This design comes from an exercise in tuning for small area and a short achievable clock period on the open sky130 flow, not from production work.
The RTL was checked by simulation tests, not by an equivalence proof against the original design.
Power figures rest on the tool's default switching activity, not on a simulated workload.

==> job 9873 <==
==> flow/design.v (excerpt) <==
module TOP_mod
(
 input  logic        clk_i, rst_ni,
 output logic [31:0] imem_addr_o,
 input  logic [31:0] imem_instr1_i, imem_instr2_i,
 output logic        dmem_we_o,
 output logic [1:0]  dmem_size_o,
 output logic [31:0] dmem_addr_o, dmem_wdata_o,
 input  logic [31:0] dmem_rdata_i,
 output logic        wbA_en_o, wbB_en_o,
 output logic [4:0]  wbA_rd_o, wbB_rd_o,
 output logic [31:0] wbA_data_o, wbB_data_o
);
export LEC_CHECK = 0
export ABC_AREA = 1
export CAP_MARGIN = 20
export CELL_PAD_IN_SITES_DETAIL_PLACEMENT = 1
export CELL_PAD_IN_SITES_GLOBAL_PLACEMENT = 2
export CORE_MARGIN = 2
export CORE_UTILIZATION = 22
export PLACE_DENSITY = 0.35
export SETUP_SLACK_MARGIN = 5
export SLEW_MARGIN = 20
export SYNTH_HIERARCHICAL = 1
create_clock -name core_clock -period 11.0 [get_ports {clk_i}]
standard.sh (not shown) runs the stock make flow with config.mk's settings and CLKGATE_MAP_FILE= SYNTH_SCRIPT=/design/flow/synth_recipe.tcl, a recipe that flattens the netlist after the stock synthesis.
==> flow/flow/run.sh <==
#!/bin/bash
# Own flow: the standard layout (standard.sh), except for two changes to the
# synthesis step, which is otherwise synth_recipe.tcl unchanged (same passes,
# registers, flattening and renaming):
#  - ABC maps the register file's modules (rv_regfile, rv_rfor, rv_rfsel) with
#    flow/area.abc (area-oriented); the rest keeps ORFS's script;
#  - Yosys's extract_fa is skipped, so the RTL's parallel-prefix adders and
#    comparators are not turned back into ripple chains of full adders.
# Each tool's output goes to a log file in the work folder (synth.log, layout.log;
# ORFS's own per-step logs are under orfs/logs).
set -euo pipefail
W=$(pwd)
{
  head -n 1 synth_recipe.tcl
  cat <<TCL
proc abc {args} {
  set i [lsearch -exact \$args -script]
  set a2 \$args
  lset a2 [expr {\$i + 1}] $W/flow/area.abc
  yosys abc {*}\$a2 rv_regfile rv_rfor rv_rfsel
  yosys abc {*}\$args TOP_mod rv_alu rv_add32 rv_cmp
}
proc extract_fa {args} { }
TCL
  tail -n +2 synth_recipe.tcl
} > own_synth.tcl
sed "s#SYNTH_SCRIPT=[^ ]*#SYNTH_SCRIPT=$W/own_synth.tcl#" standard.sh > own_standard.sh
bash own_standard.sh synth > synth.log 2>&1
bash standard.sh > layout.log 2>&1
==> flow/flow/area.abc <==
&get -n
&st
&dch
&nf -R 1000 -a
&put
==> job 6218: changes against job 9873 <==
--- a/flow/design.v
+++ b/flow/design.v
@@ -50,19 +50,14 @@
   rv_rfsel d3 (.r(r3), .vld(vld), .sel(s3));
   rv_rfor o0 (.sel(s0), .q(rf), .y(v0));
   rv_rfor o1 (.sel(s1), .q(rf), .y(v1));
   rv_rfor o2 (.sel(s2), .q(rf), .y(v2));
   rv_rfor o3 (.sel(s3), .q(rf), .y(v3));
-  function automatic logic [31:0] byp(input logic [4:0] r, input logic [31:0] v);
-    if (weA && wA == r && r != 5'd0)      byp = dA;
-    else if (weB && wB == r && r != 5'd0) byp = dB;
-    else                                  byp = v;
-  endfunction
-  assign q0 = byp(r0, v0);
-  assign q1 = byp(r1, v1);
-  assign q2 = byp(r2, v2);
-  assign q3 = byp(r3, v3);
+  assign q0 = v0;
+  assign q1 = v1;
+  assign q2 = v2;
+  assign q3 = v3;
 endmodule
 module rv_add32 (
   input  logic [31:0] a, b,
   input  logic        cin,
   output logic [31:0] s,
@@ -263,15 +258,15 @@
   endfunction
   wire subA = A_R && f3A == 3'b000 && lA_q[30];
   wire subB = B_R && f3B == 3'b000 && lB_q[30];
   wire sraA = (f3A == 3'b101) && lA_q[30];
   wire sraB = (f3B == 3'b101) && lB_q[30];
-  wire weArf = weAW_q && !collAW_q;
-  wire weBrf = weBW_q && !collBW_q;
+  logic        weArf, weBrf;
+  logic [31:0] resAE, resBE;
   logic [31:0] rA1, rA2, rB1, rB2;
   rv_regfile rf (.clk(clk_i), .rst_n(rst_ni),
-    .weA(weArf), .weB(weBrf), .wA(rdAW_q), .wB(rdBW_q), .dA(resAW_q), .dB(resBW_q),
+    .weA(weArf), .weB(weBrf), .wA(rdAE_q), .wB(rdBE_q), .dA(resAE), .dB(resBE),
     .r0(rs1A), .r1(rs2A), .r2(rs1B), .r3(rs2B), .q0(rA1), .q1(rA2), .q2(rB1), .q3(rB2));
   wire weAE = weAE_q && !kill_q;
   wire weBE = weBE_q && !kill_q;
   wire stBE = stBE_q && !kill_q;
   function automatic logic fwdA(input logic [4:0] rs);
@@ -362,20 +357,24 @@
       2'b01:   ldata = {{16{dmem_rdata_i[15]}}, dmem_rdata_i[15:0]};
       default: ldata = dmem_rdata_i;
     endcase
   end
   wire coll = weAE && weBE && (rdAE_q == rdBE_q);
+  assign resAE = jAE_q ? link : resA;
+  assign resBE = ldBE_q ? ldata : jBE_q ? link : resB;
+  assign weArf = weAE && !(coll && !swE_q);
+  assign weBrf = weBE && !(coll && swE_q);
   always_ff @(posedge clk_i or negedge rst_ni) begin
     if (!rst_ni) begin
       weAW_q <= 1'b0; weBW_q <= 1'b0;
     end else begin
       weAW_q <= weAE; weBW_q <= weBE;
     end
   end
   always_ff @(posedge clk_i) begin
-    resAW_q <= jAE_q ? link : resA;
-    resBW_q <= ldBE_q ? ldata : jBE_q ? link : resB;
+    resAW_q <= resAE;
+    resBW_q <= resBE;
     rdAW_q <= rdAE_q; rdBW_q <= rdBE_q;
     collAW_q <= coll && !swE_q;
     collBW_q <= coll && swE_q;
   end
   assign wbA_en_o   = weAW_q;
==> notes <==
Between job 9873 and job 6218, the lower worst setup slack is in job 9873 (gap 59 ps).
Between job 9873 and job 6218, the lower global-route usage is in job 6218 (gap 6.0 points).
Final cell count: job 6218 is smaller than job 9873 (5.6%).
Between job 6218 and job 9873, the lower die area is in job 6218 (gap 2.9%, measured against job 9873).
Against job 9873, the hold slack of job 6218 is better by 8.4 ps.
Job 9873 went through all stages and came out clean. Job 6218 finished clean.
Of job 9873 and job 6218, job 9873 has the higher clock skew (gap 50 ps).
In job 6218 the combinational power is larger than in job 9873, by about 120%.
In job 6218 the via count is lower than in job 9873, by about 9%.
In job 6218 the sequential power is larger than in job 9873, by about 22%.
==> figures <==
metric                                                                          job 9873                 job 6218
Detail Route met2 WL                                                            386.1 mm                 356.2 mm
Outcome                                                          complete, no violations  complete, no violations
Number of cells upsized or downsized after cts                                       164                       75
P_comb                                                                         0.00414 W                0.00910 W
Placed cell area                                                             112100 um^2              108500 um^2
Synth Cell Area                                                               98010 um^2               95180 um^2
Starting Density                                                                  0.2205                   0.2209
Die area                                                                     450800 um^2              437900 um^2
Invs w/o clock                                                                       728                      710
M1 WL                                                                           395.1 mm                 327.6 mm
Number of vias after detailed routing                                             132766                   120966
Insertion delay of the later-clocked pin in the worst-skew pair                  1050 ps                  1000 ps
Launching element of the worst setup path                                     resAW_q[1]                 fsM_q[0]
Floorplan die height                                                            671.4 um                 661.8 um
DR WL/cell                                                                      45.02 um                 39.14 um
Minimum period implied by the final worst setup slack                            6091 ps                  6032 ps
Reg2reg start                                                                resAW_q[19]                fs2B_q[2]
Gate count after technology mapping                                                14178                    13566
Cell-internal power                                                            0.01107 W                0.01284 W

## separate check: timing with driven ports
Ports are ideal in the flow. The routed layouts listed here were re-timed in OpenROAD.
Step 1 (the two cells are an assumption about what drives the block):
set clk [get_ports {clk_i}]
set_driving_cell -lib_cell sky130_fd_sc_hd__clkbuf_16 $clk
set_driving_cell -lib_cell sky130_fd_sc_hd__buf_2 [delete_from_list [all_inputs] $clk]
Step 2 adds t to the input delays and takes it off the output delays; t is the mean of the earliest and latest rising clock arrival at the registers after step 1. Input paths then give back, and output paths get back, about the clock's delay inside the block.
Three values: ideal, step 1, step 2; two values: the first two.
run	t, ns	setup WS [ns]	pins driven straight from the clock port
job 9873	1.100	4.909 / 4.781 / 5.238	1
job 6218	1.064	4.968 / 4.852 / 5.407	1
After both steps setup and hold are still met in every run listed.
